This is an optimization exercise on Yosys and OpenROAD, whose aim is small area, not a production implementation.
At most, simulation tests tie the RTL to the original design; equivalence was not proved.
Power figures rest on the tool's default switching activity, not on a simulated workload.

==> flow/design.v <==
`timescale 1ns / 1ps
module cpu8(
	input clk,
	input rst,                  
	output [7:0] imem_addr,     
	input [15:0] imem_data,     
	output [7:0] dmem_addr,
	output [7:0] dmem_wdata,
	output dmem_we,
	input [7:0] dmem_rdata,     
	input [7:0] dip,            
	output [7:0] result         
	);
wire [15:0] i = imem_data;
wire       msb = i[15];
wire [3:0] a1  = i[14:11];
wire [4:0] lo  = i[10:6];       
wire [2:0] in1 = i[5:3];
wire [2:0] in2 = i[2:0];
wire [2:0] ls  = i[10:8];
wire [7:0] imm = i[7:0];
wire a1_0 = (a1 == 4'd0);
wire a1_6 = (a1 == 4'd6);
wire a1_8 = (a1 == 4'd8);
wire a1_9 = (a1 == 4'd9);
wire ldsel = a1_6 | (a1 == 4'd7) | a1_9;
wire isLoad  = msb & ldsel;
wire isStore = msb & a1_8;
wire isJump  = msb & ~a1[3] & ~(a1[2] & a1[1]);
wire [31:0] lod = 32'd1 << lo;
wire [31:0] opd = a1_0 ? lod : 32'd0;
wire op_196  = a1_6 & lod[4];
wire sel_sum = opd[1] | opd[3] | opd[15] | opd[16];
wire sel_p   = opd[4] | opd[5] | opd[8] | opd[18];
wire sel_g   = opd[2] | opd[4];
wire sel_b   = opd[6];
wire sel_d1  = opd[20] | op_196;
wire sel_sh  = opd[9] | opd[10] | opd[11] | opd[12] | opd[13] | opd[14];
wire op_shr  = opd[9] | opd[10];
wire op_shl  = opd[11] | opd[12];
wire op_rot  = opd[13] | opd[14];
wire known   = opd[0] | sel_sum | sel_p | sel_g | sel_b | sel_d1 | sel_sh;
wire sel_3   = ~known;
wire rw = ldsel | (opd[1] | opd[2] | opd[3] | opd[4] | opd[5] | opd[6] | opd[8]
                   | sel_sh | opd[15] | opd[16] | opd[20]);
reg [63:0] rf;                  
wire [2:0] raad = a1[3] ? ls : in1;
wire [7:0] d1 = rf[8*raad +: 8];
wire [7:0] rb = rf[8*in2 +: 8];
wire use_b = ~lo[3] & (~lo[4] | lo[2]);
wire inv_b = (lo[4] & ~lo[1]) | (lo[0] & lo[1] & ~lo[2]) | (lo[3] & ~lo[0]);
wire cin   = lo[1] | lo[2];
wire [7:0] b = ({8{use_b}} & rb) ^ {8{inv_b}};
wire [7:0] p = d1 ^ b;
wire [7:0] g = d1 & b;
wire [8:0] sum = {1'b0, d1} + {1'b0, b} + {8'd0, cin};
wire [2:0] n = in2;
wire right = op_shr | opd[14];
wire [2:0] k = right ? (3'd0 - n) : n;
wire [7:0] s1 = k[0] ? {d1[6:0], d1[7]}   : d1;
wire [7:0] s2 = k[1] ? {s1[5:0], s1[7:6]} : s1;
wire [7:0] rot = k[2] ? {s2[3:0], s2[7:4]} : s2;
wire [7:0] th = 8'hff << n;                  
wire [7:0] thr = {th[0], th[1], th[2], th[3], th[4], th[5], th[6], th[7]};
wire [7:0] mask = ~({8{op_shl}} & ~th) & ~({8{op_shr}} & ~thr);
wire [7:0] shres = rot & mask;
wire [7:0] res = ({8{sel_sum}} & sum[7:0]) | ({8{sel_p}} & p) | ({8{sel_g}} & g)
               | ({8{sel_b}} & rb) | ({8{sel_d1}} & d1) | ({8{sel_sh}} & shres)
               | {6'd0, sel_3, sel_3};
assign result = res;
reg fz, fc, fs, fo;
wire nz = (n != 3'd0);
wire setzs = sel_sum | opd[2] | opd[4] | opd[5] | sel_sh | opd[20];
wire [7:0] zsrc = opd[20] ? sum[7:0] : res;
wire zn = (zsrc == 8'd0);
wire sn = zsrc[7];
wire c_add = opd[1] | opd[15];       
wire c_dec = opd[16];                
wire c_keep = ~(c_add | c_dec | opd[2] | opd[4] | opd[5] | op_shr | op_shl | op_rot);
wire cn = (c_add & sum[8]) | (c_dec & ~sum[8]) | (c_keep & fc)
        | (op_shr & nz & rot[7]) | (op_shl & nz & rot[0]) | (op_rot & res[7]);
wire o_keep = ~(c_add | c_dec | opd[3] | opd[20] | opd[2] | opd[4] | opd[5] | op_shr | op_shl | op_rot);
wire on = (c_add & sum[8]) | (c_dec & ~sum[8]) | ((opd[3] | opd[20]) & fc) | (o_keep & fo)
        | ((op_shr | op_shl) & (res[7] ^ d1[7])) | (op_rot & d1[7]);
always @(posedge clk) begin
	if (rst) begin
		fz <= 1'b0; fc <= 1'b0; fs <= 1'b0; fo <= 1'b0;
	end else begin
		if (setzs) begin fz <= zn; fs <= sn; end
		fc <= cn; fo <= on;
	end
end
wire [2:0] wa = isLoad ? ls : in1;
wire [7:0] wd = isLoad ? (a1_6 ? imm : a1_9 ? dip : dmem_rdata) : res;
wire [63:0] init = {8'd7, 8'd6, 8'd5, 8'd3, 8'd3, 8'd11, 8'd9, 8'd4};
wire [7:0] wd0 = wd & ~{8{rst}};
wire [7:0] wd1 = wd | {8{rst}};
wire [7:0] wsel = 8'd1 << wa;
genvar wk, bb;
generate for (wk = 0; wk < 8; wk = wk + 1) begin : wr
	wire en = rst | (rw & wsel[wk]);
	for (bb = 0; bb < 8; bb = bb + 1) begin : bt
		always @(posedge clk) if (en) rf[8*wk+bb] <= init[8*wk+bb] ? wd1[bb] : wd0[bb];
	end
end endgenerate
reg [7:0] pc;
reg take;
always @(*) begin
	case (a1[2:0])
	3'd0: take = fz;
	3'd1: take = fc;
	3'd2: take = ~fc & ~fz;
	3'd3: take = fs ^ fo;
	3'd4: take = ~(fs ^ fo) & ~fz;
	default: take = 1'b1;
	endcase
end
always @(posedge clk) begin
	if (rst)                 pc <= 8'd0;
	else if (isJump & take)  pc <= imm;
	else                     pc <= pc + 8'd1;
end
assign imem_addr = pc;
assign dmem_addr = imm;
assign dmem_wdata = d1;
assign dmem_we = isStore;
endmodule
Settings: LEC_CHECK=0, ABC_AREA=1, CAP_MARGIN=20, CORE_MARGIN=2, CORE_UTILIZATION=40, GPL_TIMING_DRIVEN=0, SLEW_MARGIN=20; clock period 7.0 ns.
standard.sh (not shown) runs the stock make flow with config.mk's settings and CLKGATE_MAP_FILE= SYNTH_SCRIPT=/design/flow/synth_recipe.tcl, a recipe that flattens the netlist after the stock synthesis.
==> flow/flow/run.sh <==
#!/bin/bash
# Standard ORFS layout with two changes: an area-oriented ABC mapping
# script (flow/abc.script) and minimum-size port buffers.
set -uo pipefail
rm -rf scripts_mod
cp -r "$FLOW_HOME/scripts" scripts_mod
cp flow/abc.script scripts_mod/abc_area.script
bash standard.sh SCRIPTS_DIR="$PWD/scripts_mod" ABC_AREA=1 ADDER_MAP_FILE= \
  "BUFFER_PORTS_ARGS=-buffer_cell sky130_fd_sc_hd__buf_1" "CTS_ARGS=-sink_clustering_enable -repair_clock_nets -buf_list sky130_fd_sc_hd__clkbuf_8 -dont_use_dummy_load" finish > standard.log 2>&1
==> flow/flow/abc.script <==
strash
dch
amap
Edit:
--- a/flow/design.v
+++ b/flow/design.v
@@ -44,9 +44,9 @@
 wire rw = ldsel | (opd[1] | opd[2] | opd[3] | opd[4] | opd[5] | opd[6] | opd[8]
                    | sel_sh | opd[15] | opd[16] | opd[20]);
 reg [63:0] rf;                  
-wire [2:0] raad = a1[3] ? ls : in1;
-wire [7:0] d1 = rf[8*raad +: 8];
-wire [7:0] rb = rf[8*in2 +: 8];
+wire [2:0] rbad = a1[3] ? ls : in2;
+wire [7:0] d1 = rf[8*in1 +: 8];
+wire [7:0] rb = rf[8*rbad +: 8];
 wire use_b = ~lo[3] & (~lo[4] | lo[2]);
 wire inv_b = (lo[4] & ~lo[1]) | (lo[0] & lo[1] & ~lo[2]) | (lo[3] & ~lo[0]);
 wire cin   = lo[1] | lo[2];
@@ -74,14 +74,17 @@
 wire [7:0] zsrc = opd[20] ? sum[7:0] : res;
 wire zn = (zsrc == 8'd0);
 wire sn = zsrc[7];
-wire c_add = opd[1] | opd[15];       
-wire c_dec = opd[16];                
-wire c_keep = ~(c_add | c_dec | opd[2] | opd[4] | opd[5] | op_shr | op_shl | op_rot);
-wire cn = (c_add & sum[8]) | (c_dec & ~sum[8]) | (c_keep & fc)
-        | (op_shr & nz & rot[7]) | (op_shl & nz & rot[0]) | (op_rot & res[7]);
-wire o_keep = ~(c_add | c_dec | opd[3] | opd[20] | opd[2] | opd[4] | opd[5] | op_shr | op_shl | op_rot);
-wire on = (c_add & sum[8]) | (c_dec & ~sum[8]) | ((opd[3] | opd[20]) & fc) | (o_keep & fo)
-        | ((op_shr | op_shl) & (res[7] ^ d1[7])) | (op_rot & d1[7]);
+reg cn, on;
+always @(*) begin
+	cn = fc; on = fo;
+	if (opd[1] | opd[15]) begin cn = sum[8];  on = sum[8]; end
+	if (opd[16])          begin cn = ~sum[8]; on = ~sum[8]; end
+	if (opd[3] | opd[20]) begin on = fc; end
+	if (opd[2] | opd[4] | opd[5]) begin cn = 1'b0; on = 1'b0; end
+	if (op_shr)           begin cn = nz & rot[7]; on = res[7] ^ d1[7]; end
+	if (op_shl)           begin cn = nz & rot[0]; on = res[7] ^ d1[7]; end
+	if (op_rot)           begin cn = res[7]; on = d1[7]; end
+end
 always @(posedge clk) begin
 	if (rst) begin
 		fz <= 1'b0; fc <= 1'b0; fs <= 1'b0; fo <= 1'b0;
@@ -122,6 +125,6 @@
 end
 assign imem_addr = pc;
 assign dmem_addr = imm;
-assign dmem_wdata = d1;
+assign dmem_wdata = rb;
 assign dmem_we = isStore;
 endmodule
The new run completed without violations.
Register-to-register slack got worse by 0.37 ns.
Global-route usage rose by 0.19 points.
Clock-buffer cell count is unchanged.
Final cell count rose by 1.9%.
Power fell by 0.77%.
Worst setup slack got worse by 0.080 ns.
Fmax fell by 1.2%.
First-iteration DRC count rose by 7.0%.
Design area rose by 2.6%.

* * *

Setup of trial 9:
Starts from the design.v that is shown in full above.
clock: 7.0 ns
lec_check: 0
abc_area: 1
cap_margin: 20
core_margin: 2
core_utilization: 40
gpl_timing_driven: 0
slew_margin: 20
==> flow/flow/abc.script <==
strash
dch
amap
topo
stime -c
upsize -D 3000
dnsize -D 3000
Scripts as last shown in full above: flow/flow/run.sh
What trial 63 does differently from trial 9 at the input level:
--- a/flow/design.v
+++ b/flow/design.v
@@ -43,11 +43,11 @@
 wire sel_3   = ~known;
 wire rw = ldsel | (opd[1] | opd[2] | opd[3] | opd[4] | opd[5] | opd[6] | opd[8]
                    | sel_sh | opd[15] | opd[16] | opd[20]);
 reg [63:0] rf;                  
-wire [2:0] raad = a1[3] ? ls : in1;
-wire [7:0] d1 = rf[8*raad +: 8];
-wire [7:0] rb = rf[8*in2 +: 8];
+wire [2:0] rbad = a1[3] ? ls : in2;
+wire [7:0] d1 = rf[8*in1 +: 8];
+wire [7:0] rb = rf[8*rbad +: 8];
 wire use_b = ~lo[3] & (~lo[4] | lo[2]);
 wire inv_b = (lo[4] & ~lo[1]) | (lo[0] & lo[1] & ~lo[2]) | (lo[3] & ~lo[0]);
 wire cin   = lo[1] | lo[2];
 wire [7:0] b = ({8{use_b}} & rb) ^ {8{inv_b}};
@@ -121,7 +121,7 @@
 	else                     pc <= pc + 8'd1;
 end
 assign imem_addr = pc;
 assign dmem_addr = imm;
-assign dmem_wdata = d1;
+assign dmem_wdata = rb;
 assign dmem_we = isStore;
 endmodule
## What came out
[compare] base=trial 9 new=trial 63: setup fix buffers added after clock tree synthesis rose 1, worst reg-to-reg path cell count rose 4, worst ir drop on vdd rose about 15%.
Combinational cell fraction of total power ends up lower on trial 9.
The average cell area after synthesis number comes out higher for trial 9 vs trial 63.
Summary of trial 63 over trial 9: design area now sits higher; hold slack fell 0.0065 ns; detail-routed net length per standard cell lost 0.62 µm.
Compare trial 63 and trial 9 | core utilization of the finished layout lower: trial 9
Die area | trial 63 > trial 9
For trial 63, only the layout was checked, not whether the RTL still works.

==> re-timing with driven ports <==
No port has a modelled driver above. Below, the same layouts with a new extraction and two added sets of constraints.
Step 1 sets driving cells, clkbuf_16 on the clock port and buf_2 on the other inputs (assumed; they add their load-dependent delay and slew).
Step 2, shift: input delay + t, output delay - t, t = (earliest + latest rising clock arrival at the registers) / 2. This alone moves slack from input paths to output paths.
Three values: ideal ports, drivers, drivers and shift; two values: the first two.
run	t (ns)	slack for setup (ns)	worst setup path after step 2	worst register clock-pin slew, ns	cell pins on the clock port's net
the first run of note 1	0.393	0.230 / 0.207 / 0.207	input to output	0.08 / 0.08	1
the second run of note 1	0.385	0.150 / 0.124 / 0.124	input to output	0.07 / 0.07	1
trial 9	0.368	0.236 / 0.214 / 0.214	input to output	0.08 / 0.08	1
trial 63	0.388	0.274 / 0.252 / 0.252	input to output	0.07 / 0.07	1
After both steps every run listed still meets setup and hold. The setup slack of the second run of note 1, which loses most, moves by -0.026 ns with the drivers and by -0.026 ns with both steps.
